Source: an optimization exercise on an open RTL-to-GDS flow (aim: small area and a short achievable clock period). Production flows keep margins and buffers that such runs may drop. Where RTL was checked, it was by simulation tests only, not by an equivalence proof against the original. Only the layout flow was run in run 2; the RTL was not checked for function there.

==> flow/design.v, too long to show whole: its modules and the start of the top module <==
// module lrn_fa: 4 lines
// module lrn_ha: 4 lines
// module lrn_pgi: 4 lines
// module lrn_bsel: 3 lines
// module lrn_inc: 8 lines
// module lrn_step: 15 lines
// module mapper_lrn: 1978 lines
module mapper_lrn #(
    parameter N_WIDTH = 2,     
    parameter M_WIDTH = 10,     
    parameter E_WIDTH = 6,     
    parameter F_WIDTH = 6,     
    parameter V_WIDTH = 2,     
    parameter ADDR_BUS_WIDTH = 20,     
    parameter DATA_WIDTH     = 16,     
    parameter ROW_MAJOR      = 1      
)(
    input  logic                             core_clk,                
    input  logic                             reset,                   
    input  logic                             start_normalization,     
    input  logic [N_WIDTH- 1 : 0]            dim4,                    
    input  logic [M_WIDTH- 1 : 0]            dim3,                    
    input  logic [E_WIDTH- 1 : 0]            dim2,                    
    input  logic [F_WIDTH- 1 : 0]            dim1,                    
    input  logic [V_WIDTH- 1 : 0]            padding_num,             
    input  logic                             normalized_window,    
    input  logic                             full_flag,               
    input  logic                             div_out_valid,           
    output logic [ADDR_BUS_WIDTH - 1 : 0]    r_addr,                  
    output logic                             r_enable,                
    output logic [ADDR_BUS_WIDTH - 1 : 0]    w_addr,                  
    output logic                             w_enable,                
    output logic                             normalized_layer         
);
  // ...
==> flow/flow/run.sh <==
#!/bin/bash
set -euo pipefail
bash standard.sh BUFFER_PORTS_ARGS="-buffer_cell sky130_fd_sc_hd__buf_2" finish > standard.log 2>&1
==> flow/standard.sh <==
#!/bin/bash
# synth_recipe.tcl (not shown) runs the flow's synth.tcl, then flattens the netlist and writes it again
# the make line also repeats each setting of config.mk as NAME=value (left out here)
make -C /OpenROAD-flow-scripts/flow DESIGN_CONFIG=/design/flow/config.mk WORK_HOME=/design/flow/orfs CLKGATE_MAP_FILE= SYNTH_SCRIPT=/design/flow/synth_recipe.tcl "${@:-finish}"
==> flow/config.mk <==
export PLATFORM = sky130hd
export DESIGN_NAME = mapper_lrn
export DESIGN_NICKNAME = mapper_lrn
export VERILOG_FILES = /design/flow/design.v
export SDC_FILE = /design/flow/constraint.sdc
export NUM_CORES = 4
export LEC_CHECK = 0
export CAP_MARGIN = 20
export CORE_MARGIN = 2
export CORE_UTILIZATION = 40
export SETUP_SLACK_MARGIN = 4
export SLEW_MARGIN = 20
export SYNTH_HIERARCHICAL = 1
export SYNTH_MINIMUM_KEEP_SIZE = 0
==> flow/constraint.sdc <==
create_clock -name core_clock -period 20.0 [get_ports {core_clk}]
set_input_delay 4.0000 -clock core_clock [delete_from_list [all_inputs] [get_ports {core_clk}]]
set_output_delay 4.0000 -clock core_clock [all_outputs]
set_load 0.01 [all_outputs]
==> results.toml, run 1 <==
[outcome]
status = "finished clean"

[routing]
drc = 0
wl_met1_um = 21700
drt_iter0_drc = 973

[cells_and_area]
area_dominant_class = "multi-input gates"
multi_input_area_share_pct = 77.8
regMostFlops = "normalized_pixels_count"
largestRegisters = "normalized_pixels_count: 22 flops, idx3_r: 10 flops, idx3_w: 10 flops"
area_delta_synth_final_pct = 9.97
final_common_cell = "nand2_1"

[synth]
seq_area_frac_synth_pct = 9.19
synth.cell_area_um2 = 20700

[worst_setup_path]
start_kind = "input pin"
cpMaxStageDelayCell = "fa_1"
cp_top_family = "adder cells"
cp_num_buf_inv = 5

[timing]
layout_min_cycle_time_ps = 15830
drv_slew = 0

[floorplanning]
core_um2 = 51200
die-height_um = 231

[placement]
dp.cells = 2847

[global_route]
antenna_found_initial = 0
grt_use_met3_pct = 2.90

[job]
maxCapViolations = 0
==> run 2, diff against run 1 <==
--- a/flow/design.v
+++ b/flow/design.v
@@ -476,110 +476,110 @@
     assign n400 = ~idx2_r[5];
     lrn_fa u401 (.a(n395), .b(n359), .c(n221), .s(s401), .co(c401));
     lrn_fa u402 (.a(n396), .b(n360), .c(n365), .s(s402), .co(c402));
-    lrn_fa u403 (.a(n233), .b(s402), .c(c401), .s(s403), .co(c403));
+    lrn_fa u403 (.a(s402), .b(n233), .c(c401), .s(s403), .co(c403));
     lrn_fa u404 (.a(n397), .b(n361), .c(n366), .s(s404), .co(c404));
     lrn_fa u405 (.a(n371), .b(c402), .c(s404), .s(s405), .co(c405));
-    lrn_fa u406 (.a(n234), .b(n245), .c(s405), .s(s406), .co(c406));
+    lrn_fa u406 (.a(s405), .b(n234), .c(n245), .s(s406), .co(c406));
     lrn_fa u407 (.a(n223), .b(c403), .c(s406), .s(s407), .co(c407));
     lrn_fa u408 (.a(n398), .b(n362), .c(n367), .s(s408), .co(c408));
     lrn_fa u409 (.a(n372), .b(n377), .c(c404), .s(s409), .co(c409));
-    lrn_fa u410 (.a(s408), .b(n246), .c(c405), .s(s410), .co(c410));
-    lrn_fa u411 (.a(s409), .b(n235), .c(n257), .s(s411), .co(c411));
-    lrn_fa u412 (.a(n224), .b(c406), .c(s410), .s(s412), .co(c412));
+    lrn_fa u410 (.a(s408), .b(c405), .c(s409), .s(s410), .co(c410));
+    lrn_fa u411 (.a(n246), .b(n235), .c(s410), .s(s411), .co(c411));
+    lrn_fa u412 (.a(n224), .b(c406), .c(n257), .s(s412), .co(c412));
     lrn_fa u413 (.a(s411), .b(c407), .c(s412), .s(s413), .co(c413));
     lrn_fa u414 (.a(n399), .b(n363), .c(n368), .s(s414), .co(c414));
     lrn_fa u415 (.a(n373), .b(n378), .c(n383), .s(s415), .co(c415));
     lrn_fa u416 (.a(c408), .b(s414), .c(s415), .s(s416), .co(c416));
     lrn_fa u417 (.a(c409), .b(s416), .c(n247), .s(s417), .co(c417));
-    lrn_fa u418 (.a(c410), .b(n258), .c(n236), .s(s418), .co(c418));
-    lrn_fa u419 (.a(s417), .b(n225), .c(n269), .s(s419), .co(c419));
-    lrn_fa u420 (.a(c411), .b(c412), .c(s418), .s(s420), .co(c420));
+    lrn_fa u418 (.a(c410), .b(n236), .c(n258), .s(s418), .co(c418));
+    lrn_fa u419 (.a(s417), .b(n225), .c(c411), .s(s419), .co(c419));
+    lrn_fa u420 (.a(n269), .b(c412), .c(s418), .s(s420), .co(c420));
     lrn_fa u421 (.a(s419), .b(c413), .c(s420), .s(s421), .co(c421));
     lrn_fa u422 (.a(n400), .b(n364), .c(n369), .s(s422), .co(c422));
     lrn_fa u423 (.a(n374), .b(n379), .c(n384), .s(s423), .co(c423));
     lrn_fa u424 (.a(n389), .b(c414), .c(c415), .s(s424), .co(c424));
     lrn_fa u425 (.a(s422), .b(s423), .c(c416), .s(s425), .co(c425));
-    lrn_fa u426 (.a(s424), .b(n259), .c(n248), .s(s426), .co(c426));
-    lrn_fa u427 (.a(s425), .b(c417), .c(n237), .s(s427), .co(c427));
-    lrn_fa u428 (.a(n270), .b(c418), .c(s426), .s(s428), .co(c428));
-    lrn_fa u429 (.a(n226), .b(s427), .c(n281), .s(s429), .co(c429));
-    lrn_fa u430 (.a(c419), .b(c420), .c(s428), .s(s430), .co(c430));
+    lrn_fa u426 (.a(s424), .b(s425), .c(n248), .s(s426), .co(c426));
+    lrn_fa u427 (.a(n259), .b(c417), .c(n237), .s(s427), .co(c427));
+    lrn_fa u428 (.a(s426), .b(n226), .c(n270), .s(s428), .co(c428));
+    lrn_fa u429 (.a(c418), .b(c419), .c(s427), .s(s429), .co(c429));
+    lrn_fa u430 (.a(n281), .b(c420), .c(s428), .s(s430), .co(c430));
     lrn_fa u431 (.a(s429), .b(c421), .c(s430), .s(s431), .co(c431));
     lrn_fa u432 (.a(n370), .b(n375), .c(n380), .s(s432), .co(c432));
     lrn_fa u433 (.a(n385), .b(n390), .c(c422), .s(s433), .co(c433));
     lrn_fa u434 (.a(c423), .b(s432), .c(c424), .s(s434), .co(c434));
     lrn_fa u435 (.a(s433), .b(c425), .c(s434), .s(s435), .co(c435));
-    lrn_fa u436 (.a(n260), .b(n249), .c(n271), .s(s436), .co(c436));
-    lrn_fa u437 (.a(c426), .b(s435), .c(n227), .s(s437), .co(c437));
-    lrn_fa u438 (.a(n238), .b(c427), .c(n282), .s(s438), .co(c438));
-    lrn_fa u439 (.a(s436), .b(c428), .c(s437), .s(s439), .co(c439));
-    lrn_fa u440 (.a(n293), .b(c429), .c(s438), .s(s440), .co(c440));
+    lrn_fa u436 (.a(n260), .b(n249), .c(s435), .s(s436), .co(c436));
+    lrn_fa u437 (.a(c426), .b(n227), .c(n238), .s(s437), .co(c437));
+    lrn_fa u438 (.a(n271), .b(c427), .c(s436), .s(s438), .co(c438));
+    lrn_fa u439 (.a(n282), .b(c428), .c(s437), .s(s439), .co(c439));
+    lrn_fa u440 (.a(c429), .b(s438), .c(n293), .s(s440), .co(c440));
     lrn_fa u441 (.a(c430), .b(s439), .c(s440), .s(s441), .co(c441));
     lrn_fa u442 (.a(n376), .b(n381), .c(n386), .s(s442), .co(c442));
     lrn_fa u443 (.a(n391), .b(c432), .c(s442), .s(s443), .co(c443));
     lrn_fa u444 (.a(c433), .b(s443), .c(c434), .s(s444), .co(c444));
-    lrn_fa u445 (.a(n261), .b(c435), .c(s444), .s(s445), .co(c445));
-    lrn_fa u446 (.a(n272), .b(n228), .c(n239), .s(s446), .co(c446));
-    lrn_fa u447 (.a(n250), .b(n283), .c(c436), .s(s447), .co(c447));
-    lrn_fa u448 (.a(s445), .b(c437), .c(s446), .s(s448), .co(c448));
-    lrn_fa u449 (.a(n294), .b(c438), .c(s447), .s(s449), .co(c449));
+    lrn_fa u445 (.a(c435), .b(s444), .c(n261), .s(s445), .co(c445));
+    lrn_fa u446 (.a(n228), .b(n239), .c(n250), .s(s446), .co(c446));
+    lrn_fa u447 (.a(n272), .b(c436), .c(s445), .s(s447), .co(c447));
+    lrn_fa u448 (.a(c437), .b(n283), .c(s446), .s(s448), .co(c448));
+    lrn_fa u449 (.a(c438), .b(s447), .c(n294), .s(s449), .co(c449));
     lrn_fa u450 (.a(c439), .b(s448), .c(n305), .s(s450), .co(c450));
     lrn_fa u451 (.a(c440), .b(s449), .c(s450), .s(s451), .co(c451));
     lrn_fa u452 (.a(n382), .b(n387), .c(n392), .s(s452), .co(c452));
     lrn_fa u453 (.a(c442), .b(s452), .c(c443), .s(s453), .co(c453));
-    lrn_fa u454 (.a(s453), .b(c444), .c(n273), .s(s454), .co(c454));
-    lrn_fa u455 (.a(n229), .b(n240), .c(n251), .s(s455), .co(c455));
-    lrn_fa u456 (.a(n262), .b(c445), .c(n284), .s(s456), .co(c456));
-    lrn_fa u457 (.a(s454), .b(c446), .c(s455), .s(s457), .co(c457));
-    lrn_fa u458 (.a(n295), .b(c447), .c(s456), .s(s458), .co(c458));
-    lrn_fa u459 (.a(c448), .b(s457), .c(n306), .s(s459), .co(c459));
+    lrn_fa u454 (.a(s453), .b(c444), .c(n229), .s(s454), .co(c454));
+    lrn_fa u455 (.a(n240), .b(n251), .c(n262), .s(s455), .co(c455));
+    lrn_fa u456 (.a(n273), .b(c445), .c(c446), .s(s456), .co(c456));
+    lrn_fa u457 (.a(n284), .b(s454), .c(s455), .s(s457), .co(c457));
+    lrn_fa u458 (.a(c447), .b(n295), .c(c448), .s(s458), .co(c458));
+    lrn_fa u459 (.a(s456), .b(s457), .c(n306), .s(s459), .co(c459));
     lrn_fa u460 (.a(c449), .b(s458), .c(c450), .s(s460), .co(c460));
     lrn_fa u461 (.a(n317), .b(s459), .c(c451), .s(s461), .co(c461));
     lrn_fa u462 (.a(n388), .b(n393), .c(c452), .s(s462), .co(c462));
     lrn_fa u463 (.a(s462), .b(c453), .c(n241), .s(s463), .co(c463));
     lrn_fa u464 (.a(n252), .b(n263), .c(n274), .s(s464), .co(c464));
-    lrn_fa u465 (.a(n230), .b(n285), .c(c454), .s(s465), .co(c465));
-    lrn_fa u466 (.a(c455), .b(s463), .c(s464), .s(s466), .co(c466));
-    lrn_fa u467 (.a(n296), .b(c456), .c(s465), .s(s467), .co(c467));
-    lrn_fa u468 (.a(c457), .b(s466), .c(n307), .s(s468), .co(c468));
+    lrn_fa u465 (.a(n230), .b(c454), .c(c455), .s(s465), .co(c465));
+    lrn_fa u466 (.a(n285), .b(s463), .c(s464), .s(s466), .co(c466));
+    lrn_fa u467 (.a(c456), .b(n296), .c(c457), .s(s467), .co(c467));
+    lrn_fa u468 (.a(s465), .b(s466), .c(n307), .s(s468), .co(c468));
     lrn_fa u469 (.a(c458), .b(s467), .c(c459), .s(s469), .co(c469));
     lrn_fa u470 (.a(n318), .b(s468), .c(n329), .s(s470), .co(c470));
     lrn_fa u471 (.a(c460), .b(s469), .c(s470), .s(s471), .co(c471));
     lrn_fa u472 (.a(n394), .b(c462), .c(n253), .s(s472), .co(c472));
     lrn_fa u473 (.a(n264), .b(n275), .c(n231), .s(s473), .co(c473));
-    lrn_fa u474 (.a(n242), .b(n286), .c(c463), .s(s474), .co(c474));
-    lrn_fa u475 (.a(c464), .b(s472), .c(n297), .s(s475), .co(c475));
-    lrn_fa u476 (.a(c465), .b(s473), .c(c466), .s(s476), .co(c476));
-    lrn_fa u477 (.a(s474), .b(n308), .c(c467), .s(s477), .co(c477));
-    lrn_fa u478 (.a(s475), .b(s476), .c(c468), .s(s478), .co(c478));
+    lrn_fa u474 (.a(n242), .b(c463), .c(n286), .s(s474), .co(c474));
+    lrn_fa u475 (.a(c464), .b(s472), .c(s473), .s(s475), .co(c475));
+    lrn_fa u476 (.a(c465), .b(n297), .c(c466), .s(s476), .co(c476));
+    lrn_fa u477 (.a(s474), .b(n308), .c(s475), .s(s477), .co(c477));
+    lrn_fa u478 (.a(c467), .b(s476), .c(c468), .s(s478), .co(c478));
     lrn_fa u479 (.a(n319), .b(s477), .c(n330), .s(s479), .co(c479));
     lrn_fa u480 (.a(n340), .b(c469), .c(s478), .s(s480), .co(c480));
     lrn_fa u481 (.a(c470), .b(s479), .c(s480), .s(s481), .co(c481));
     lrn_fa u482 (.a(n265), .b(n276), .c(n232), .s(s482), .co(c482));
-    lrn_fa u483 (.a(n243), .b(n254), .c(n287), .s(s483), .co(c483));
-    lrn_fa u484 (.a(c472), .b(s482), .c(c473), .s(s484), .co(c484));
-    lrn_fa u485 (.a(n298), .b(s483), .c(c474), .s(s485), .co(c485));
+    lrn_fa u483 (.a(n243), .b(n254), .c(c472), .s(s483), .co(c483));
+    lrn_fa u484 (.a(n287), .b(s482), .c(c473), .s(s484), .co(c484));
+    lrn_fa u485 (.a(n298), .b(c474), .c(s483), .s(s485), .co(c485));
     lrn_fa u486 (.a(n309), .b(c475), .c(s484), .s(s486), .co(c486));
     lrn_fa u487 (.a(c476), .b(s485), .c(n320), .s(s487), .co(c487));
-    lrn_fa u488 (.a(n350), .b(c477), .c(s486), .s(s488), .co(c488));
+    lrn_fa u488 (.a(c477), .b(s486), .c(n350), .s(s488), .co(c488));
     lrn_fa u489 (.a(n331), .b(n341), .c(c478), .s(s489), .co(c489));
     lrn_fa u490 (.a(s487), .b(s488), .c(c479), .s(s490), .co(c490));
     lrn_fa u491 (.a(c480), .b(s489), .c(s490), .s(s491), .co(c491));
     lrn_fa u492 (.a(n277), .b(n244), .c(n255), .s(s492), .co(c492));
     lrn_fa u493 (.a(n266), .b(n288), .c(c482), .s(s493), .co(c493));
-    lrn_fa u494 (.a(n299), .b(c483), .c(s492), .s(s494), .co(c494));
-    lrn_fa u495 (.a(s493), .b(n310), .c(c484), .s(s495), .co(c495));
-    lrn_fa u496 (.a(c485), .b(s494), .c(n321), .s(s496), .co(c496));
-    lrn_fa u497 (.a(n351), .b(c486), .c(s495), .s(s497), .co(c497));
+    lrn_fa u494 (.a(s492), .b(c483), .c(n299), .s(s494), .co(c494));
+    lrn_fa u495 (.a(s493), .b(c484), .c(n310), .s(s495), .co(c495));
+    lrn_fa u496 (.a(c485), .b(s494), .c(c486), .s(s496), .co(c496));
+    lrn_fa u497 (.a(n321), .b(s495), .c(n351), .s(s497), .co(c497));
     lrn_fa u498 (.a(n332), .b(n342), .c(c487), .s(s498), .co(c498));
     lrn_fa u499 (.a(s496), .b(c488), .c(s497), .s(s499), .co(c499));
     lrn_fa u500 (.a(c489), .b(s498), .c(s499), .s(s500), .co(c500));
     lrn_fa u501 (.a(c490), .b(s500), .c(c491), .s(s501), .co(c501));
     lrn_fa u502 (.a(n256), .b(n267), .c(n278), .s(s502), .co(c502));
-    lrn_fa u503 (.a(n289), .b(c492), .c(n300), .s(s503), .co(c503));
-    lrn_fa u504 (.a(s502), .b(c493), .c(n311), .s(s504), .co(c504));
-    lrn_fa u505 (.a(c494), .b(s503), .c(n322), .s(s505), .co(c505));
-    lrn_fa u506 (.a(s504), .b(c495), .c(n352), .s(s506), .co(c506));
+    lrn_fa u503 (.a(n289), .b(c492), .c(s502), .s(s503), .co(c503));
+    lrn_fa u504 (.a(n300), .b(c493), .c(n311), .s(s504), .co(c504));
+    lrn_fa u505 (.a(s503), .b(c494), .c(c495), .s(s505), .co(c505));
+    lrn_fa u506 (.a(n322), .b(s504), .c(n352), .s(s506), .co(c506));
     lrn_fa u507 (.a(n333), .b(n343), .c(c496), .s(s507), .co(c507));
     lrn_fa u508 (.a(s505), .b(c497), .c(s506), .s(s508), .co(c508));
     lrn_fa u509 (.a(c498), .b(s507), .c(c499), .s(s509), .co(c509));
@@ -603,8 +603,8 @@
     lrn_fa u527 (.a(c519), .b(n325), .c(s526), .s(s527), .co(c527));
     lrn_fa u528 (.a(n355), .b(c520), .c(n336), .s(s528), .co(c528));
     lrn_fa u529 (.a(n346), .b(s527), .c(c521), .s(s529), .co(c529));
-    lrn_fa u530 (.a(c522), .b(s528), .c(s529), .s(s530), .co(c530));
-    lrn_fa u531 (.a(c523), .b(c524), .c(s530), .s(s531), .co(c531));
+    lrn_fa u530 (.a(c522), .b(s528), .c(c523), .s(s530), .co(c530));
+    lrn_fa u531 (.a(s529), .b(c524), .c(s530), .s(s531), .co(c531));
     lrn_fa u532 (.a(n304), .b(n315), .c(c526), .s(s532), .co(c532));
     lrn_fa u533 (.a(n326), .b(n356), .c(n337), .s(s533), .co(c533));
     lrn_fa u534 (.a(n347), .b(c527), .c(s532), .s(s534), .co(c534));
@@ -1236,130 +1236,130 @@
     assign n1160 = ~idx2_w[5];
     assign n1161 = ~padding_num[0];
     assign n1162 = ~padding_num[1];
-    lrn_fa u1163 (.a(n1155), .b(n1161), .c(n1107), .s(s1163), .co(c1163));
-    lrn_fa u1164 (.a(n1143), .b(n969), .c(s1163), .s(s1164), .co(c1164));
-    lrn_fa u1165 (.a(n1156), .b(n1162), .c(n1113), .s(s1165), .co(c1165));
-    lrn_fa u1166 (.a(n1149), .b(n1108), .c(n1144), .s(s1166), .co(c1166));
-    lrn_fa u1167 (.a(c1163), .b(s1165), .c(n981), .s(s1167), .co(c1167));
-    lrn_fa u1168 (.a(s1166), .b(n970), .c(c1164), .s(s1168), .co(c1168));
-    lrn_fa u1169 (.a(n1157), .b(n1119), .c(n1114), .s(s1169), .co(c1169));
-    lrn_fa u1170 (.a(n1150), .b(n1109), .c(n1145), .s(s1170), .co(c1170));
-    lrn_fa u1171 (.a(c1165), .b(c1166), .c(s1169), .s(s1171), .co(c1171));
-    lrn_fa u1172 (.a(n982), .b(s1170), .c(n971), .s(s1172), .co(c1172));
-    lrn_fa u1173 (.a(c1167), .b(s1171), .c(n993), .s(s1173), .co(c1173));
-    lrn_fa u1174 (.a(c1168), .b(s1172), .c(s1173), .s(s1174), .co(c1174));
+    lrn_fa u1163 (.a(n1155), .b(n1161), .c(n1143), .s(s1163), .co(c1163));
+    lrn_fa u1164 (.a(n1107), .b(s1163), .c(n969), .s(s1164), .co(c1164));
+    lrn_fa u1165 (.a(n1156), .b(n1162), .c(n1149), .s(s1165), .co(c1165));
+    lrn_fa u1166 (.a(n1113), .b(n1144), .c(n1108), .s(s1166), .co(c1166));
+    lrn_fa u1167 (.a(c1163), .b(s1165), .c(s1166), .s(s1167), .co(c1167));
+    lrn_fa u1168 (.a(n981), .b(c1164), .c(n970), .s(s1168), .co(c1168));
+    lrn_fa u1169 (.a(n1157), .b(n1119), .c(n1150), .s(s1169), .co(c1169));
+    lrn_fa u1170 (.a(n1114), .b(n1145), .c(c1165), .s(s1170), .co(c1170));
+    lrn_fa u1171 (.a(n1109), .b(s1169), .c(c1166), .s(s1171), .co(c1171));
+    lrn_fa u1172 (.a(s1170), .b(n982), .c(c1167), .s(s1172), .co(c1172));
+    lrn_fa u1173 (.a(s1171), .b(n971), .c(c1168), .s(s1173), .co(c1173));
+    lrn_fa u1174 (.a(s1172), .b(n993), .c(s1173), .s(s1174), .co(c1174));
     lrn_fa u1175 (.a(n1158), .b(n1125), .c(n1120), .s(s1175), .co(c1175));
-    lrn_fa u1176 (.a(n1115), .b(n1151), .c(c1169), .s(s1176), .co(c1176));
-    lrn_fa u1177 (.a(s1175), .b(n1110), .c(n1146), .s(s1177), .co(c1177));
-    lrn_fa u1178 (.a(c1170), .b(n983), .c(c1171), .s(s1178), .co(c1178));
-    lrn_fa u1179 (.a(s1176), .b(s1177), .c(n972), .s(s1179), .co(c1179));
-    lrn_fa u1180 (.a(n994), .b(c1172), .c(s1178), .s(s1180), .co(c1180));
+    lrn_fa u1176 (.a(n1151), .b(n1115), .c(c1169), .s(s1176), .co(c1176));
+    lrn_fa u1177 (.a(n1146), .b(s1175), .c(n1110), .s(s1177), .co(c1177));
+    lrn_fa u1178 (.a(c1170), .b(s1176), .c(c1171), .s(s1178), .co(c1178));
+    lrn_fa u1179 (.a(n983), .b(s1177), .c(c1172), .s(s1179), .co(c1179));
+    lrn_fa u1180 (.a(s1178), .b(n972), .c(n994), .s(s1180), .co(c1180));
     lrn_fa u1181 (.a(c1173), .b(s1179), .c(s1180), .s(s1181), .co(c1181));
-    lrn_fa u1182 (.a(n1005), .b(c1174), .c(s1181), .s(s1182), .co(c1182));
+    lrn_fa u1182 (.a(c1174), .b(n1005), .c(s1181), .s(s1182), .co(c1182));
     lrn_fa u1183 (.a(n1159), .b(n1131), .c(n1126), .s(s1183), .co(c1183));
-    lrn_fa u1184 (.a(n1121), .b(c1175), .c(s1183), .s(s1184), .co(c1184));
-    lrn_fa u1185 (.a(n1116), .b(n1152), .c(n1111), .s(s1185), .co(c1185));
-    lrn_fa u1186 (.a(n1147), .b(c1176), .c(s1184), .s(s1186), .co(c1186));
-    lrn_fa u1187 (.a(c1177), .b(n984), .c(n995), .s(s1187), .co(c1187));
-    lrn_fa u1188 (.a(s1185), .b(n973), .c(c1178), .s(s1188), .co(c1188));
-    lrn_fa u1189 (.a(s1186), .b(c1179), .c(s1187), .s(s1189), .co(c1189));
-    lrn_fa u1190 (.a(c1180), .b(s1188), .c(n1006), .s(s1190), .co(c1190));
-    lrn_fa u1191 (.a(s1189), .b(c1181), .c(n1017), .s(s1191), .co(c1191));
+    lrn_fa u1184 (.a(n1121), .b(n1152), .c(c1175), .s(s1184), .co(c1184));
+    lrn_fa u1185 (.a(s1183), .b(n1116), .c(n1147), .s(s1185), .co(c1185));
+    lrn_fa u1186 (.a(n1111), .b(c1176), .c(s1184), .s(s1186), .co(c1186));
+    lrn_fa u1187 (.a(c1177), .b(s1185), .c(c1178), .s(s1187), .co(c1187));
+    lrn_fa u1188 (.a(n984), .b(s1186), .c(n995), .s(s1188), .co(c1188));
+    lrn_fa u1189 (.a(n973), .b(c1179), .c(s1187), .s(s1189), .co(c1189));
+    lrn_fa u1190 (.a(c1180), .b(s1188), .c(s1189), .s(s1190), .co(c1190));
+    lrn_fa u1191 (.a(n1006), .b(c1181), .c(n1017), .s(s1191), .co(c1191));
     lrn_fa u1192 (.a(s1190), .b(c1182), .c(s1191), .s(s1192), .co(c1192));
     lrn_fa u1193 (.a(n1160), .b(n1137), .c(n1132), .s(s1193), .co(c1193));
     lrn_fa u1194 (.a(n1127), .b(c1183), .c(s1193), .s(s1194), .co(c1194));
-    lrn_fa u1195 (.a(n1122), .b(n1117), .c(n1153), .s(s1195), .co(c1195));
-    lrn_fa u1196 (.a(n1112), .b(n1148), .c(c1184), .s(s1196), .co(c1196));
-    lrn_fa u1197 (.a(s1194), .b(n996), .c(c1185), .s(s1197), .co(c1197));
-    lrn_fa u1198 (.a(s1195), .b(n985), .c(c1186), .s(s1198), .co(c1198));
-    lrn_fa u1199 (.a(s1196), .b(c1187), .c(n974), .s(s1199), .co(c1199));
-    lrn_fa u1200 (.a(s1197), .b(c1188), .c(s1198), .s(s1200), .co(c1200));
-    lrn_fa u1201 (.a(n1007), .b(c1189), .c(s1199), .s(s1201), .co(c1201));
-    lrn_fa u1202 (.a(n1018), .b(c1190), .c(s1200), .s(s1202), .co(c1202));
+    lrn_fa u1195 (.a(n1122), .b(n1153), .c(n1117), .s(s1195), .co(c1195));
+    lrn_fa u1196 (.a(n1148), .b(c1184), .c(n1112), .s(s1196), .co(c1196));
+    lrn_fa u1197 (.a(s1194), .b(c1185), .c(s1195), .s(s1197), .co(c1197));
+    lrn_fa u1198 (.a(c1186), .b(s1196), .c(n996), .s(s1198), .co(c1198));
+    lrn_fa u1199 (.a(n985), .b(s1197), .c(c1187), .s(s1199), .co(c1199));
+    lrn_fa u1200 (.a(n974), .b(c1188), .c(s1198), .s(s1200), .co(c1200));
+    lrn_fa u1201 (.a(c1189), .b(s1199), .c(n1007), .s(s1201), .co(c1201));
+    lrn_fa u1202 (.a(s1200), .b(c1190), .c(n1018), .s(s1202), .co(c1202));
     lrn_fa u1203 (.a(s1201), .b(n1029), .c(c1191), .s(s1203), .co(c1203));
     lrn_fa u1204 (.a(s1202), .b(c1192), .c(s1203), .s(s1204), .co(c1204));
     lrn_fa u1205 (.a(n1138), .b(n1133), .c(c1193), .s(s1205), .co(c1205));
-    lrn_fa u1206 (.a(n1128), .b(n1123), .c(n1118), .s(s1206), .co(c1206));
-    lrn_fa u1207 (.a(n1154), .b(c1194), .c(s1205), .s(s1207), .co(c1207));
-    lrn_fa u1208 (.a(c1195), .b(n997), .c(c1196), .s(s1208), .co(c1208));
-    lrn_fa u1209 (.a(s1206), .b(s1207), .c(c1197), .s(s1209), .co(c1209));
-    lrn_fa u1210 (.a(n975), .b(n986), .c(c1198), .s(s1210), .co(c1210));
-    lrn_fa u1211 (.a(s1208), .b(n1008), .c(c1199), .s(s1211), .co(c1211));
-    lrn_fa u1212 (.a(s1209), .b(c1200), .c(s1210), .s(s1212), .co(c1212));
-    lrn_fa u1213 (.a(n1019), .b(c1201), .c(s1211), .s(s1213), .co(c1213));
-    lrn_fa u1214 (.a(n1030), .b(c1202), .c(s1212), .s(s1214), .co(c1214));
+    lrn_fa u1206 (.a(n1128), .b(n1123), .c(n1154), .s(s1206), .co(c1206));
+    lrn_fa u1207 (.a(n1118), .b(c1194), .c(s1205), .s(s1207), .co(c1207));
+    lrn_fa u1208 (.a(c1195), .b(s1206), .c(c1196), .s(s1208), .co(c1208));
+    lrn_fa u1209 (.a(s1207), .b(n997), .c(c1197), .s(s1209), .co(c1209));
+    lrn_fa u1210 (.a(s1208), .b(n975), .c(n986), .s(s1210), .co(c1210));
+    lrn_fa u1211 (.a(c1198), .b(s1209), .c(c1199), .s(s1211), .co(c1211));
+    lrn_fa u1212 (.a(n1008), .b(s1210), .c(c1200), .s(s1212), .co(c1212));
+    lrn_fa u1213 (.a(s1211), .b(n1019), .c(c1201), .s(s1213), .co(c1213));
+    lrn_fa u1214 (.a(s1212), .b(n1030), .c(c1202), .s(s1214), .co(c1214));
     lrn_fa u1215 (.a(s1213), .b(n1041), .c(c1203), .s(s1215), .co(c1215));
-    lrn_fa u1216 (.a(s1214), .b(c1204), .c(s1215), .s(s1216), .co(c1216));
+    lrn_fa u1216 (.a(s1214), .b(s1215), .c(c1204), .s(s1216), .co(c1216));
     lrn_fa u1217 (.a(n1139), .b(n1134), .c(n1129), .s(s1217), .co(c1217));
-    lrn_fa u1218 (.a(c1205), .b(n1124), .c(s1217), .s(s1218), .co(c1218));
-    lrn_fa u1219 (.a(c1206), .b(c1207), .c(n976), .s(s1219), .co(c1219));
-    lrn_fa u1220 (.a(n987), .b(n998), .c(s1218), .s(s1220), .co(c1220));
-    lrn_fa u1221 (.a(c1208), .b(n1009), .c(c1209), .s(s1221), .co(c1221));
-    lrn_fa u1222 (.a(s1219), .b(s1220), .c(c1210), .s(s1222), .co(c1222));
-    lrn_fa u1223 (.a(n1020), .b(c1211), .c(s1221), .s(s1223), .co(c1223));
-    lrn_fa u1224 (.a(c1212), .b(s1222), .c(n1031), .s(s1224), .co(c1224));
+    lrn_fa u1218 (.a(c1205), .b(n1124), .c(c1206), .s(s1218), .co(c1218));
+    lrn_fa u1219 (.a(s1217), .b(c1207), .c(s1218), .s(s1219), .co(c1219));
+    lrn_fa u1220 (.a(c1208), .b(n976), .c(n987), .s(s1220), .co(c1220));
+    lrn_fa u1221 (.a(n998), .b(c1209), .c(s1219), .s(s1221), .co(c1221));
+    lrn_fa u1222 (.a(c1210), .b(n1009), .c(s1220), .s(s1222), .co(c1222));
+    lrn_fa u1223 (.a(c1211), .b(s1221), .c(n1020), .s(s1223), .co(c1223));
+    lrn_fa u1224 (.a(s1222), .b(c1212), .c(n1031), .s(s1224), .co(c1224));
     lrn_fa u1225 (.a(c1213), .b(s1223), .c(n1042), .s(s1225), .co(c1225));
     lrn_fa u1226 (.a(c1214), .b(s1224), .c(n1053), .s(s1226), .co(c1226));
     lrn_fa u1227 (.a(c1215), .b(s1225), .c(s1226), .s(s1227), .co(c1227));
     lrn_fa u1228 (.a(n1140), .b(n1135), .c(n1130), .s(s1228), .co(c1228));
-    lrn_fa u1229 (.a(c1217), .b(s1228), .c(n977), .s(s1229), .co(c1229));
-    lrn_fa u1230 (.a(n988), .b(n999), .c(c1218), .s(s1230), .co(c1230));
-    lrn_fa u1231 (.a(n1010), .b(c1219), .c(s1229), .s(s1231), .co(c1231));
-    lrn_fa u1232 (.a(c1220), .b(s1230), .c(n1021), .s(s1232), .co(c1232));
-    lrn_fa u1233 (.a(c1221), .b(s1231), .c(c1222), .s(s1233), .co(c1233));
-    lrn_fa u1234 (.a(n1032), .b(s1232), .c(c1223), .s(s1234), .co(c1234));
+    lrn_fa u1229 (.a(c1217), .b(s1228), .c(c1218), .s(s1229), .co(c1229));
+    lrn_fa u1230 (.a(n977), .b(n988), .c(n999), .s(s1230), .co(c1230));
+    lrn_fa u1231 (.a(c1219), .b(s1229), .c(c1220), .s(s1231), .co(c1231));
+    lrn_fa u1232 (.a(n1010), .b(s1230), .c(c1221), .s(s1232), .co(c1232));
+    lrn_fa u1233 (.a(n1021), .b(c1222), .c(s1231), .s(s1233), .co(c1233));
+    lrn_fa u1234 (.a(s1232), .b(n1032), .c(c1223), .s(s1234), .co(c1234));
     lrn_fa u1235 (.a(s1233), .b(n1043), .c(c1224), .s(s1235), .co(c1235));
     lrn_fa u1236 (.a(s1234), .b(n1054), .c(c1225), .s(s1236), .co(c1236));
     lrn_fa u1237 (.a(s1235), .b(c1226), .c(n1065), .s(s1237), .co(c1237));
     lrn_fa u1238 (.a(s1236), .b(c1227), .c(s1237), .s(s1238), .co(c1238));
     lrn_fa u1239 (.a(n1141), .b(n1136), .c(c1228), .s(s1239), .co(c1239));
-    lrn_fa u1240 (.a(n989), .b(n1000), .c(s1239), .s(s1240), .co(c1240));
-    lrn_fa u1241 (.a(n978), .b(n1011), .c(c1229), .s(s1241), .co(c1241));
-    lrn_fa u1242 (.a(c1230), .b(s1240), .c(n1022), .s(s1242), .co(c1242));
-    lrn_fa u1243 (.a(c1231), .b(s1241), .c(n1033), .s(s1243), .co(c1243));
-    lrn_fa u1244 (.a(c1232), .b(s1242), .c(c1233), .s(s1244), .co(c1244));
-    lrn_fa u1245 (.a(n1044), .b(s1243), .c(c1234), .s(s1245), .co(c1245));
-    lrn_fa u1246 (.a(n1055), .b(s1244), .c(c1235), .s(s1246), .co(c1246));
+    lrn_fa u1240 (.a(s1239), .b(n989), .c(n1000), .s(s1240), .co(c1240));
+    lrn_fa u1241 (.a(c1229), .b(n978), .c(c1230), .s(s1241), .co(c1241));
+    lrn_fa u1242 (.a(n1011), .b(s1240), .c(c1231), .s(s1242), .co(c1242));
+    lrn_fa u1243 (.a(n1022), .b(s1241), .c(c1232), .s(s1243), .co(c1243));
+    lrn_fa u1244 (.a(n1033), .b(c1233), .c(s1242), .s(s1244), .co(c1244));
+    lrn_fa u1245 (.a(s1243), .b(n1044), .c(c1234), .s(s1245), .co(c1245));
+    lrn_fa u1246 (.a(s1244), .b(n1055), .c(c1235), .s(s1246), .co(c1246));
     lrn_fa u1247 (.a(s1245), .b(n1066), .c(c1236), .s(s1247), .co(c1247));
     lrn_fa u1248 (.a(s1246), .b(n1077), .c(c1237), .s(s1248), .co(c1248));
     lrn_fa u1249 (.a(s1247), .b(c1238), .c(s1248), .s(s1249), .co(c1249));
-    lrn_fa u1250 (.a(n1142), .b(n1001), .c(c1239), .s(s1250), .co(c1250));
-    lrn_fa u1251 (.a(n979), .b(n990), .c(n1012), .s(s1251), .co(c1251));
-    lrn_fa u1252 (.a(c1240), .b(s1250), .c(n1023), .s(s1252), .co(c1252));
-    lrn_fa u1253 (.a(s1251), .b(c1241), .c(n1034), .s(s1253), .co(c1253));
-    lrn_fa u1254 (.a(c1242), .b(s1252), .c(n1045), .s(s1254), .co(c1254));
-    lrn_fa u1255 (.a(c1243), .b(s1253), .c(n1056), .s(s1255), .co(c1255));
-    lrn_fa u1256 (.a(c1244), .b(s1254), .c(c1245), .s(s1256), .co(c1256));
-    lrn_fa u1257 (.a(n1067), .b(s1255), .c(c1246), .s(s1257), .co(c1257));
+    lrn_fa u1250 (.a(n1142), .b(c1239), .c(n1001), .s(s1250), .co(c1250));
+    lrn_fa u1251 (.a(n979), .b(n990), .c(c1240), .s(s1251), .co(c1251));
+    lrn_fa u1252 (.a(n1012), .b(s1250), .c(c1241), .s(s1252), .co(c1252));
+    lrn_fa u1253 (.a(n1023), .b(s1251), .c(c1242), .s(s1253), .co(c1253));
+    lrn_fa u1254 (.a(n1034), .b(s1252), .c(c1243), .s(s1254), .co(c1254));
+    lrn_fa u1255 (.a(n1045), .b(c1244), .c(s1253), .s(s1255), .co(c1255));
+    lrn_fa u1256 (.a(n1056), .b(s1254), .c(c1245), .s(s1256), .co(c1256));
+    lrn_fa u1257 (.a(s1255), .b(n1067), .c(c1246), .s(s1257), .co(c1257));
     lrn_fa u1258 (.a(s1256), .b(n1078), .c(n1088), .s(s1258), .co(c1258));
     lrn_fa u1259 (.a(c1247), .b(s1257), .c(s1258), .s(s1259), .co(c1259));
     lrn_fa u1260 (.a(c1248), .b(s1259), .c(c1249), .s(s1260), .co(c1260));
     lrn_fa u1261 (.a(n980), .b(n991), .c(n1002), .s(s1261), .co(c1261));
-    lrn_fa u1262 (.a(n1013), .b(c1250), .c(n1024), .s(s1262), .co(c1262));
-    lrn_fa u1263 (.a(c1251), .b(s1261), .c(n1035), .s(s1263), .co(c1263));
-    lrn_fa u1264 (.a(c1252), .b(s1262), .c(n1046), .s(s1264), .co(c1264));
-    lrn_fa u1265 (.a(c1253), .b(s1263), .c(n1057), .s(s1265), .co(c1265));
-    lrn_fa u1266 (.a(c1254), .b(s1264), .c(c1255), .s(s1266), .co(c1266));
-    lrn_fa u1267 (.a(n1068), .b(s1265), .c(n1098), .s(s1267), .co(c1267));
-    lrn_fa u1268 (.a(c1256), .b(n1079), .c(n1089), .s(s1268), .co(c1268));
-    lrn_fa u1269 (.a(s1266), .b(c1257), .c(s1267), .s(s1269), .co(c1269));
+    lrn_fa u1262 (.a(c1250), .b(n1013), .c(s1261), .s(s1262), .co(c1262));
+    lrn_fa u1263 (.a(c1251), .b(n1024), .c(c1252), .s(s1263), .co(c1263));
+    lrn_fa u1264 (.a(s1262), .b(n1035), .c(c1253), .s(s1264), .co(c1264));
+    lrn_fa u1265 (.a(n1046), .b(s1263), .c(c1254), .s(s1265), .co(c1265));
+    lrn_fa u1266 (.a(n1057), .b(c1255), .c(s1264), .s(s1266), .co(c1266));
+    lrn_fa u1267 (.a(s1265), .b(n1068), .c(n1098), .s(s1267), .co(c1267));
+    lrn_fa u1268 (.a(c1256), .b(s1266), .c(n1079), .s(s1268), .co(c1268));
+    lrn_fa u1269 (.a(n1089), .b(c1257), .c(s1267), .s(s1269), .co(c1269));
     lrn_fa u1270 (.a(c1258), .b(s1268), .c(s1269), .s(s1270), .co(c1270));
     lrn_fa u1271 (.a(c1259), .b(s1270), .c(c1260), .s(s1271), .co(c1271));
     lrn_fa u1272 (.a(n992), .b(n1003), .c(n1014), .s(s1272), .co(c1272));
     lrn_fa u1273 (.a(c1261), .b(n1025), .c(s1272), .s(s1273), .co(c1273));
-    lrn_fa u1274 (.a(n1036), .b(c1262), .c(s1273), .s(s1274), .co(c1274));
-    lrn_fa u1275 (.a(n1047), .b(c1263), .c(s1274), .s(s1275), .co(c1275));
+    lrn_fa u1274 (.a(c1262), .b(n1036), .c(s1273), .s(s1274), .co(c1274));
+    lrn_fa u1275 (.a(c1263), .b(n1047), .c(s1274), .s(s1275), .co(c1275));
     lrn_fa u1276 (.a(n1058), .b(c1264), .c(s1275), .s(s1276), .co(c1276));
     lrn_fa u1277 (.a(c1265), .b(n1069), .c(n1099), .s(s1277), .co(c1277));
-    lrn_fa u1278 (.a(n1080), .b(n1090), .c(s1276), .s(s1278), .co(c1278));
-    lrn_fa u1279 (.a(c1266), .b(c1267), .c(s1277), .s(s1279), .co(c1279));
+    lrn_fa u1278 (.a(c1266), .b(n1080), .c(n1090), .s(s1278), .co(c1278));
+    lrn_fa u1279 (.a(s1276), .b(c1267), .c(s1277), .s(s1279), .co(c1279));
     lrn_fa u1280 (.a(c1268), .b(s1278), .c(c1269), .s(s1280), .co(c1280));
     lrn_fa u1281 (.a(s1279), .b(c1270), .c(s1280), .s(s1281), .co(c1281));
     lrn_fa u1282 (.a(n1004), .b(n1015), .c(n1026), .s(s1282), .co(c1282));
     lrn_fa u1283 (.a(c1272), .b(n1037), .c(c1273), .s(s1283), .co(c1283));
     lrn_fa u1284 (.a(s1282), .b(n1048), .c(c1274), .s(s1284), .co(c1284));
-    lrn_fa u1285 (.a(s1283), .b(n1059), .c(c1275), .s(s1285), .co(c1285));
-    lrn_fa u1286 (.a(s1284), .b(n1070), .c(n1100), .s(s1286), .co(c1286));
+    lrn_fa u1285 (.a(s1283), .b(n1059), .c(s1284), .s(s1285), .co(c1285));
+    lrn_fa u1286 (.a(c1275), .b(n1070), .c(n1100), .s(s1286), .co(c1286));
     lrn_fa u1287 (.a(s1285), .b(c1276), .c(n1081), .s(s1287), .co(c1287));
     lrn_fa u1288 (.a(n1091), .b(c1277), .c(s1286), .s(s1288), .co(c1288));
     lrn_fa u1289 (.a(c1278), .b(s1287), .c(c1279), .s(s1289), .co(c1289));
@@ -1373,8 +1373,8 @@
     lrn_fa u1297 (.a(c1287), .b(s1295), .c(c1288), .s(s1297), .co(c1297));
     lrn_fa u1298 (.a(s1296), .b(c1289), .c(s1297), .s(s1298), .co(c1298));
     lrn_fa u1299 (.a(n1028), .b(n1039), .c(n1050), .s(s1299), .co(c1299));
-    lrn_fa u1300 (.a(c1291), .b(n1061), .c(c1292), .s(s1300), .co(c1300));
-    lrn_fa u1301 (.a(s1299), .b(n1072), .c(n1102), .s(s1301), .co(c1301));
+    lrn_fa u1300 (.a(c1291), .b(n1061), .c(s1299), .s(s1300), .co(c1300));
+    lrn_fa u1301 (.a(c1292), .b(n1072), .c(n1102), .s(s1301), .co(c1301));
     lrn_fa u1302 (.a(s1300), .b(c1293), .c(n1083), .s(s1302), .co(c1302));
     lrn_fa u1303 (.a(n1093), .b(c1294), .c(s1301), .s(s1303), .co(c1303));
     lrn_fa u1304 (.a(c1295), .b(s1302), .c(c1296), .s(s1304), .co(c1304));
@@ -1387,13 +1387,13 @@
     lrn_fa u1311 (.a(s1309), .b(c1304), .c(s1310), .s(s1311), .co(c1311));
     lrn_fa u1312 (.a(n1052), .b(n1063), .c(c1306), .s(s1312), .co(c1312));
     lrn_fa u1313 (.a(n1074), .b(n1104), .c(n1085), .s(s1313), .co(c1313));
-    lrn_fa u1314 (.a(n1095), .b(s1312), .c(c1307), .s(s1314), .co(c1314));
+    lrn_fa u1314 (.a(n1095), .b(c1307), .c(s1312), .s(s1314), .co(c1314));
     lrn_fa u1315 (.a(c1308), .b(s1313), .c(s1314), .s(s1315), .co(c1315));
     lrn_fa u1316 (.a(c1309), .b(s1315), .c(c1310), .s(s1316), .co(c1316));
     lrn_fa u1317 (.a(n1064), .b(n1075), .c(n1105), .s(s1317), .co(c1317));
     lrn_fa u1318 (.a(n1086), .b(n1096), .c(c1312), .s(s1318), .co(c1318));
-    lrn_fa u1319 (.a(s1317), .b(c1313), .c(s1318), .s(s1319), .co(c1319));
-    lrn_fa u1320 (.a(c1314), .b(s1319), .c(c1315), .s(s1320), .co(c1320));
+    lrn_fa u1319 (.a(s1317), .b(c1313), .c(c1314), .s(s1319), .co(c1319));
+    lrn_fa u1320 (.a(s1318), .b(c1315), .c(s1319), .s(s1320), .co(c1320));
     lrn_fa u1321 (.a(n1076), .b(n1106), .c(n1087), .s(s1321), .co(c1321));
     lrn_fa u1322 (.a(n1097), .b(c1317), .c(s1321), .s(s1322), .co(c1322));
     lrn_fa u1323 (.a(c1318), .b(s1322), .c(c1319), .s(s1323), .co(c1323));
@@ -1749,9 +1749,9 @@
     assign n1673 = ~(n100 & n1530);
     assign n1674 = ~(n100 & n1531);
     assign n1675 = ~(n100 & n1532);
-    lrn_fa u1676 (.a(normalized_pixels_count[1]), .b(n1534), .c(n1545), .s(s1676), .co(c1676));
+    lrn_fa u1676 (.a(normalized_pixels_count[1]), .b(n1545), .c(n1534), .s(s1676), .co(c1676));
     lrn_fa u1677 (.a(normalized_pixels_count[2]), .b(n1546), .c(n1535), .s(s1677), .co(c1677));
-    lrn_fa u1678 (.a(c1676), .b(n1557), .c(s1677), .s(s1678), .co(c1678));
+    lrn_fa u1678 (.a(n1557), .b(c1676), .c(s1677), .s(s1678), .co(c1678));
     lrn_fa u1679 (.a(normalized_pixels_count[3]), .b(n1547), .c(n1558), .s(s1679), .co(c1679));
     lrn_fa u1680 (.a(n1536), .b(c1677), .c(n1569), .s(s1680), .co(c1680));
     lrn_fa u1681 (.a(s1679), .b(c1678), .c(s1680), .s(s1681), .co(c1681));
@@ -1760,20 +1760,20 @@
     lrn_fa u1684 (.a(s1682), .b(n1581), .c(c1680), .s(s1684), .co(c1684));
     lrn_fa u1685 (.a(s1683), .b(c1681), .c(s1684), .s(s1685), .co(c1685));
     lrn_fa u1686 (.a(normalized_pixels_count[5]), .b(n1560), .c(n1549), .s(s1686), .co(c1686));
-    lrn_fa u1687 (.a(c1682), .b(n1571), .c(n1538), .s(s1687), .co(c1687));
+    lrn_fa u1687 (.a(n1571), .b(c1682), .c(n1538), .s(s1687), .co(c1687));
     lrn_fa u1688 (.a(s1686), .b(n1582), .c(c1683), .s(s1688), .co(c1688));
     lrn_fa u1689 (.a(s1687), .b(n1593), .c(c1684), .s(s1689), .co(c1689));
     lrn_fa u1690 (.a(s1688), .b(c1685), .c(s1689), .s(s1690), .co(c1690));
     lrn_fa u1691 (.a(normalized_pixels_count[6]), .b(n1561), .c(n1572), .s(s1691), .co(c1691));
     lrn_fa u1692 (.a(n1539), .b(n1550), .c(c1686), .s(s1692), .co(c1692));
-    lrn_fa u1693 (.a(n1583), .b(c1687), .c(s1691), .s(s1693), .co(c1693));
+    lrn_fa u1693 (.a(n1583), .b(s1691), .c(c1687), .s(s1693), .co(c1693));
     lrn_fa u1694 (.a(s1692), .b(n1594), .c(c1688), .s(s1694), .co(c1694));
     lrn_fa u1695 (.a(s1693), .b(n1605), .c(c1689), .s(s1695), .co(c1695));
     lrn_fa u1696 (.a(s1694), .b(c1690), .c(s1695), .s(s1696), .co(c1696));
     lrn_fa u1697 (.a(normalized_pixels_count[7]), .b(n1573), .c(n1540), .s(s1697), .co(c1697));
     lrn_fa u1698 (.a(n1551), .b(n1562), .c(n1584), .s(s1698), .co(c1698));
     lrn_fa u1699 (.a(c1691), .b(s1697), .c(c1692), .s(s1699), .co(c1699));
-    lrn_fa u1700 (.a(n1595), .b(c1693), .c(s1698), .s(s1700), .co(c1700));
+    lrn_fa u1700 (.a(n1595), .b(s1698), .c(c1693), .s(s1700), .co(c1700));
     lrn_fa u1701 (.a(s1699), .b(n1606), .c(c1694), .s(s1701), .co(c1701));
     lrn_fa u1702 (.a(s1700), .b(n1617), .c(c1695), .s(s1702), .co(c1702));
     lrn_fa u1703 (.a(s1701), .b(c1696), .c(s1702), .s(s1703), .co(c1703));
@@ -1781,43 +1781,43 @@
     lrn_fa u1705 (.a(n1563), .b(n1574), .c(n1585), .s(s1705), .co(c1705));
     lrn_fa u1706 (.a(c1697), .b(s1704), .c(n1596), .s(s1706), .co(c1706));
     lrn_fa u1707 (.a(c1698), .b(s1705), .c(c1699), .s(s1707), .co(c1707));
-    lrn_fa u1708 (.a(n1607), .b(c1700), .c(s1706), .s(s1708), .co(c1708));
+    lrn_fa u1708 (.a(n1607), .b(s1706), .c(c1700), .s(s1708), .co(c1708));
     lrn_fa u1709 (.a(s1707), .b(n1618), .c(c1701), .s(s1709), .co(c1709));
     lrn_fa u1710 (.a(s1708), .b(n1629), .c(c1702), .s(s1710), .co(c1710));
     lrn_fa u1711 (.a(s1709), .b(c1703), .c(s1710), .s(s1711), .co(c1711));
     lrn_fa u1712 (.a(normalized_pixels_count[9]), .b(n1553), .c(n1564), .s(s1712), .co(c1712));
-    lrn_fa u1713 (.a(n1575), .b(n1542), .c(n1586), .s(s1713), .co(c1713));
+    lrn_fa u1713 (.a(n1575), .b(n1586), .c(n1542), .s(s1713), .co(c1713));
     lrn_fa u1714 (.a(c1704), .b(s1712), .c(n1597), .s(s1714), .co(c1714));
     lrn_fa u1715 (.a(c1705), .b(s1713), .c(n1608), .s(s1715), .co(c1715));
     lrn_fa u1716 (.a(c1706), .b(s1714), .c(c1707), .s(s1716), .co(c1716));
-    lrn_fa u1717 (.a(n1619), .b(c1708), .c(s1715), .s(s1717), .co(c1717));
+    lrn_fa u1717 (.a(n1619), .b(s1715), .c(c1708), .s(s1717), .co(c1717));
     lrn_fa u1718 (.a(s1716), .b(n1630), .c(c1709), .s(s1718), .co(c1718));
     lrn_fa u1719 (.a(s1717), .b(n1641), .c(c1710), .s(s1719), .co(c1719));
-    lrn_fa u1720 (.a(s1718), .b(s1719), .c(c1711), .s(s1720), .co(c1720));
+    lrn_fa u1720 (.a(s1718), .b(c1711), .c(s1719), .s(s1720), .co(c1720));
     lrn_fa u1721 (.a(normalized_pixels_count[10]), .b(n1565), .c(n1576), .s(s1721), .co(c1721));
-    lrn_fa u1722 (.a(n1543), .b(n1554), .c(n1587), .s(s1722), .co(c1722));
+    lrn_fa u1722 (.a(n1587), .b(n1543), .c(n1554), .s(s1722), .co(c1722));
     lrn_fa u1723 (.a(c1712), .b(s1721), .c(n1598), .s(s1723), .co(c1723));
     lrn_fa u1724 (.a(c1713), .b(s1722), .c(n1609), .s(s1724), .co(c1724));
     lrn_fa u1725 (.a(c1714), .b(s1723), .c(n1620), .s(s1725), .co(c1725));
     lrn_fa u1726 (.a(c1715), .b(s1724), .c(c1716), .s(s1726), .co(c1726));
     lrn_fa u1727 (.a(n1631), .b(s1725), .c(c1717), .s(s1727), .co(c1727));
-    lrn_fa u1728 (.a(s1726), .b(n1642), .c(n1653), .s(s1728), .co(c1728));
+    lrn_fa u1728 (.a(n1642), .b(n1653), .c(s1726), .s(s1728), .co(c1728));
     lrn_fa u1729 (.a(c1718), .b(s1727), .c(s1728), .s(s1729), .co(c1729));
     lrn_fa u1730 (.a(c1719), .b(s1729), .c(c1720), .s(s1730), .co(c1730));
     lrn_fa u1731 (.a(normalized_pixels_count[11]), .b(n1577), .c(n1544), .s(s1731), .co(c1731));
-    lrn_fa u1732 (.a(n1555), .b(n1566), .c(n1588), .s(s1732), .co(c1732));
+    lrn_fa u1732 (.a(n1588), .b(n1555), .c(n1566), .s(s1732), .co(c1732));
     lrn_fa u1733 (.a(c1721), .b(s1731), .c(n1599), .s(s1733), .co(c1733));
     lrn_fa u1734 (.a(c1722), .b(s1732), .c(n1610), .s(s1734), .co(c1734));
     lrn_fa u1735 (.a(c1723), .b(s1733), .c(n1621), .s(s1735), .co(c1735));
     lrn_fa u1736 (.a(c1724), .b(s1734), .c(c1725), .s(s1736), .co(c1736));
     lrn_fa u1737 (.a(n1632), .b(s1735), .c(n1665), .s(s1737), .co(c1737));
-    lrn_fa u1738 (.a(c1726), .b(n1643), .c(n1654), .s(s1738), .co(c1738));
-    lrn_fa u1739 (.a(s1736), .b(c1727), .c(s1737), .s(s1739), .co(c1739));
+    lrn_fa u1738 (.a(n1643), .b(n1654), .c(c1726), .s(s1738), .co(c1738));
+    lrn_fa u1739 (.a(s1736), .b(s1737), .c(c1727), .s(s1739), .co(c1739));
     lrn_fa u1740 (.a(c1728), .b(s1738), .c(s1739), .s(s1740), .co(c1740));
     lrn_fa u1741 (.a(c1729), .b(s1740), .c(c1730), .s(s1741), .co(c1741));
-    lrn_fa u1742 (.a(normalized_pixels_count[12]), .b(n1556), .c(n1567), .s(s1742), .co(c1742));
-    lrn_fa u1743 (.a(n1578), .b(n1589), .c(c1731), .s(s1743), .co(c1743));
-    lrn_fa u1744 (.a(s1742), .b(n1600), .c(c1732), .s(s1744), .co(c1744));
+    lrn_fa u1742 (.a(normalized_pixels_count[12]), .b(n1556), .c(n1589), .s(s1742), .co(c1742));
+    lrn_fa u1743 (.a(n1567), .b(n1578), .c(c1731), .s(s1743), .co(c1743));
+    lrn_fa u1744 (.a(n1600), .b(c1732), .c(s1742), .s(s1744), .co(c1744));
     lrn_fa u1745 (.a(s1743), .b(n1611), .c(c1733), .s(s1745), .co(c1745));
     lrn_fa u1746 (.a(s1744), .b(n1622), .c(c1734), .s(s1746), .co(c1746));
     lrn_fa u1747 (.a(s1745), .b(c1735), .c(n1633), .s(s1747), .co(c1747));
@@ -1827,29 +1827,29 @@
     lrn_fa u1751 (.a(s1749), .b(c1739), .c(s1750), .s(s1751), .co(c1751));
     lrn_fa u1752 (.a(c1740), .b(s1751), .c(c1741), .s(s1752), .co(c1752));
     lrn_fa u1753 (.a(normalized_pixels_count[13]), .b(n1568), .c(n1579), .s(s1753), .co(c1753));
-    lrn_fa u1754 (.a(n1590), .b(c1742), .c(s1753), .s(s1754), .co(c1754));
-    lrn_fa u1755 (.a(n1601), .b(c1743), .c(n1612), .s(s1755), .co(c1755));
+    lrn_fa u1754 (.a(n1590), .b(n1601), .c(c1742), .s(s1754), .co(c1754));
+    lrn_fa u1755 (.a(s1753), .b(c1743), .c(n1612), .s(s1755), .co(c1755));
     lrn_fa u1756 (.a(c1744), .b(s1754), .c(n1623), .s(s1756), .co(c1756));
     lrn_fa u1757 (.a(c1745), .b(s1755), .c(n1634), .s(s1757), .co(c1757));
-    lrn_fa u1758 (.a(s1756), .b(c1746), .c(n1667), .s(s1758), .co(c1758));
+    lrn_fa u1758 (.a(s1756), .b(n1667), .c(c1746), .s(s1758), .co(c1758));
     lrn_fa u1759 (.a(n1645), .b(n1656), .c(c1747), .s(s1759), .co(c1759));
     lrn_fa u1760 (.a(s1757), .b(s1758), .c(c1748), .s(s1760), .co(c1760));
     lrn_fa u1761 (.a(c1749), .b(s1759), .c(c1750), .s(s1761), .co(c1761));
     lrn_fa u1762 (.a(s1760), .b(c1751), .c(s1761), .s(s1762), .co(c1762));
     lrn_fa u1763 (.a(normalized_pixels_count[14]), .b(n1580), .c(n1591), .s(s1763), .co(c1763));
-    lrn_fa u1764 (.a(c1753), .b(n1602), .c(s1763), .s(s1764), .co(c1764));
-    lrn_fa u1765 (.a(c1754), .b(n1613), .c(s1764), .s(s1765), .co(c1765));
+    lrn_fa u1764 (.a(n1602), .b(c1753), .c(s1763), .s(s1764), .co(c1764));
+    lrn_fa u1765 (.a(n1613), .b(c1754), .c(s1764), .s(s1765), .co(c1765));
     lrn_fa u1766 (.a(n1624), .b(c1755), .c(s1765), .s(s1766), .co(c1766));
     lrn_fa u1767 (.a(c1756), .b(n1635), .c(n1668), .s(s1767), .co(c1767));
-    lrn_fa u1768 (.a(s1766), .b(n1646), .c(n1657), .s(s1768), .co(c1768));
+    lrn_fa u1768 (.a(n1646), .b(n1657), .c(s1766), .s(s1768), .co(c1768));
     lrn_fa u1769 (.a(c1757), .b(c1758), .c(s1767), .s(s1769), .co(c1769));
     lrn_fa u1770 (.a(s1768), .b(c1759), .c(s1769), .s(s1770), .co(c1770));
     lrn_fa u1771 (.a(c1760), .b(s1770), .c(c1761), .s(s1771), .co(c1771));
     lrn_fa u1772 (.a(normalized_pixels_count[15]), .b(n1592), .c(n1603), .s(s1772), .co(c1772));
-    lrn_fa u1773 (.a(c1763), .b(n1614), .c(c1764), .s(s1773), .co(c1773));
-    lrn_fa u1774 (.a(s1772), .b(n1625), .c(c1765), .s(s1774), .co(c1774));
-    lrn_fa u1775 (.a(s1773), .b(n1636), .c(n1669), .s(s1775), .co(c1775));
-    lrn_fa u1776 (.a(c1766), .b(s1774), .c(n1647), .s(s1776), .co(c1776));
+    lrn_fa u1773 (.a(c1763), .b(n1614), .c(s1772), .s(s1773), .co(c1773));
+    lrn_fa u1774 (.a(c1764), .b(n1625), .c(s1773), .s(s1774), .co(c1774));
+    lrn_fa u1775 (.a(c1765), .b(n1636), .c(n1669), .s(s1775), .co(c1775));
+    lrn_fa u1776 (.a(s1774), .b(c1766), .c(n1647), .s(s1776), .co(c1776));
     lrn_fa u1777 (.a(n1658), .b(c1767), .c(s1775), .s(s1777), .co(c1777));
     lrn_fa u1778 (.a(c1768), .b(s1776), .c(c1769), .s(s1778), .co(c1778));
     lrn_fa u1779 (.a(s1777), .b(c1770), .c(s1778), .s(s1779), .co(c1779));
@@ -1864,8 +1864,8 @@
     lrn_fa u1788 (.a(c1780), .b(n1638), .c(s1787), .s(s1788), .co(c1788));
     lrn_fa u1789 (.a(n1671), .b(c1781), .c(n1649), .s(s1789), .co(c1789));
     lrn_fa u1790 (.a(n1660), .b(s1788), .c(c1782), .s(s1790), .co(c1790));
-    lrn_fa u1791 (.a(c1783), .b(s1789), .c(s1790), .s(s1791), .co(c1791));
-    lrn_fa u1792 (.a(c1784), .b(c1785), .c(s1791), .s(s1792), .co(c1792));
+    lrn_fa u1791 (.a(c1783), .b(s1789), .c(c1784), .s(s1791), .co(c1791));
+    lrn_fa u1792 (.a(s1790), .b(c1785), .c(s1791), .s(s1792), .co(c1792));
     lrn_fa u1793 (.a(normalized_pixels_count[18]), .b(n1628), .c(c1787), .s(s1793), .co(c1793));
     lrn_fa u1794 (.a(n1639), .b(n1672), .c(n1650), .s(s1794), .co(c1794));
     lrn_fa u1795 (.a(n1661), .b(c1788), .c(s1793), .s(s1795), .co(c1795));
==> results.toml, run 2 <==
[worst_setup_path]
worstPathRequired_ps = 16000
start_kind = "input pin"
r2r_start = "normalized_pixels_count[2]$_DFFE_PP0P_"
cpMaxStageDelayCell = "fa_1"
critPathKind = "in2out"
cp_common_cell = "fa_2"
endpoint_kind = "primary output"
critPathLaunch = "padding_num[1]"
arrival_ps = 11840
worstPathMaxFanout = 7
cp_num_buf_inv = 5
critPathMaxStageDelay_ps = 550
cp_top_family = "adder cells"

[floorplanning]
ioPinCount = 75
die-height_um = 231
core_um2 = 51200
start_util_pct = 40.4
die_area_um2 = 53600
fp.dieW_um = 231
rows = 83

[synth]
ys_ff_latch = 76
synth_edf_count = 0
yosysMostFrequentCell = "nand2_1"
yosys.area_share.simple_pct = 17.7
synthDominantCellAreaShare_pct = 47.7
netlist_top_cells_count = "nand2_1 (741), fa_1 (493), inv_1 (199)"
synth_xor_area_share_pct = 4.65
synth_top_family_by_area = "adder cells"
synthAdderAreaFrac_pct = 55.0
ys_warn_count = 7
ys.flop_type = "dfrtp_1"
synth_cells = 2251
synthArstFlopShare_pct = 100
seq_area_frac_synth_pct = 9.19
synth_compound_area_share_pct = 4.53
synth_nets = 2897
synth.cell_area_um2 = 20700
synth.avg_cell_area_um2 = 9.20
yosysTopAreaCell = "fa_1"
synthMuxAreaShare_pct = 0.967
netlist_top_cells_area = "fa_1 (48%), nand2_1 (13%), dfrtp_1 (9.2%)"
synth.distinct_cells = 64

[placement]
dp_hpwl_um = 41200
dp_slack_ps = 2610
gp_congestion = 0.848
portBuffers = 74

[routing]
via_count = 15100
routed_wl_um = 51500
viasPerCell = 5.21
routedWlPerCell_um = 17.8
drt_pre_antenna_iters = 5
drt_iter0_drc = 852
ant_nets = 0
drc = 0

[timing]
fmax_mhz = 63.1
rsz0062_at_grt = "true"
max_slew.worst_pin.slew_ps = 1120
setup_violations = 0
fin_crit_sh_pct = 79.2
finalClockSkew_ps = 8.81
hold_violations = 0
relSlewSlack_pct = 25.3
drv_slew = 0
tns_ps = 0
fin_ws_ps = 4160
layout_min_cycle_time_ps = 15840

[global_route]
grtUsageTotal_pct = 20.1
overflow = 0
antenna_found_initial = 5
grt_max_degree = 77
grt_pass1_wl_um = 85300
grt_pass1_vias = 16400

[job]
maxCapViolations = 0

[cells_and_area]
drive_above_1_share_pct = 12.4
regMostFlops = "normalized_pixels_count"
final_nets = 2858
mostFrequentLayoutCells = "nand2_1 (739), fa_1 (453), inv_1 (196)"
antennaDiodeCount = 0
fill_cells = 4906
area_delta_synth_final_pct = 9.03
largestRegisters = "normalized_pixels_count: 22 flops, idx3_r: 10 flops, idx3_w: 10 flops"
largest_reg_flops = 22
final_common_cell = "nand2_1"

[clock_tree]
cts_hold_buffers = 0
h-tree-depth = 3
clkSlewWorstSetupHoldPaths_ps = 60
clk_latency_ps = 370
cts_buffer_depth = 2
cts_tree = "done"
cts-root-buf = "clkbuf_16"
numClockSinks = 76
numCtsBuffers = 9

[min_path]
hold_class = "reg2reg"
min_from = "idx3_r[6]$_DFFE_PP0P_"

[outcome]
status = "finished clean"
## run 2: cell counts after synthesis
Identical to the previous run, type by type.
## run 2: layout make-up
type / instances / area (um2) / share of cell area (%)
Multi-Input combinational cell: 1793 / 17800 / 78.9
Inverter: 199 / 752 / 3.33
Sequential cell: 76 / 1900 / 8.43
Timing Repair Buffer: 133 / 952 / 4.22
Clock buffer: 12 / 256 / 1.14
Clock inverter: 4 / 55.1 / 0.244
Tap cell: 680 / 851 / 3.77
## run 2: worst min-delay path: stages (launching register included)
cell,delay (ps)
dfrtp_1,340
nand2_1,40
o21ai_0,60
## run 2: per-module statistics from Yosys, one instance, submodules excluded, excerpt
module      flops+latches  cell area (um2)  times used  cells inside
lrn_ha                  0             12.5          24             1
mapper_lrn             76             9140           1          1525
lrn_fa                  0             20.0         493             1
lrn_pgi                 0             20.0          67             3
## run 2: through the flow
stage / utilization, % / cells / hold slack (ps) / cell area [um2]
after floorplan: - / 2251 / 450 / 20700
after global placement: 41.5 / 2848 / 464 / 21300
after detailed placement: 41.6 / 2849 / 472 / 21300
after CTS: 43.2 / 2883 / 485 / 22100
after global routing: 44.1 / 2897 / 522 / 22600
final: 44.1 / 2897 / 479 / 22600
## run 2: final timing paths
kind | end | slack, ps | cells past startpoint
min in group asynchronous | current_state[2]$_DFF_PP0_ | 3810 | 3
hold reg to reg | idx3_r[6]$_DFFE_PP0P_ | 480 | 2
setup / recovery | w_addr[17] | 4160 | 31
setup reg to reg | normalized_pixels_count[17]$_DFFE_PP0P_ | 12590 | 18
hold / removal | idx3_r[6]$_DFFE_PP0P_ | 480 | 2
max in group asynchronous | idx3_w[7]$_DFFE_PP0P_ | 15650 | 3
## run 2: timing repair
action | in CTS | in global routing
endpoints found under the setup margin | 12 | 7
gates cloned | 1 | 1
gates resized for setup | 80 | 73
pin swaps | 12 | 27
setup buffers | 17 | 13
## run 2: logic make-up (layout without fill, tap and decap cells)
kind of cell | Yosys count | in the layout
AO/OA/AOI/OAI | 146 | 146
other | 4 | 4
multiplexers | 14 | 14
flip-flops | 76 | 76
adder cells (fa/ha/maj) | 614 | 614
XOR/XNOR | 110 | 110
buffers and inverters | 382 | 348
AND/OR/NAND/NOR | 905 | 905
## run 2: layer usage
layer	vias to the layer above	part of all wire, %	wire, um	GRT usage, %
met2	361	51	26300	35.1
met1	7891	41	21300	25.7
li1	6762	-	-	-
met4	10	2.6	1330	6.11
met5	-	0.13	67	0
met3	83	4.9	2510	3.09

-- what the ideal ports hide --
The flow's constraints put no driver on any port. The routed layouts listed below were extracted and timed again, unchanged, in two steps.
Step 1 assumes that a clkbuf_16 drives the clock port and a buf_2 every other input.
Step 2, shift: input delay + t, output delay - t, t = (earliest + latest rising clock arrival at the registers) / 2. This alone moves slack from input paths to output paths.
Three values: ideal, step 1, step 2; two values: the first two.
run	shift t [ns]	setup slack, ns	hold WS [ns]	worst setup path after step 2
run 1	0.397	4.171 / 4.141 / 4.141	0.482 / 0.482 / 0.482	input to output
run 2	0.415	4.160 / 4.092 / 4.092	0.479 / 0.479 / 0.479	input to output
After both steps every run listed still meets setup and hold. For run 2, which loses most, drivers alone change the setup slack by -0.068 ns; drivers and shift together by -0.068 ns.
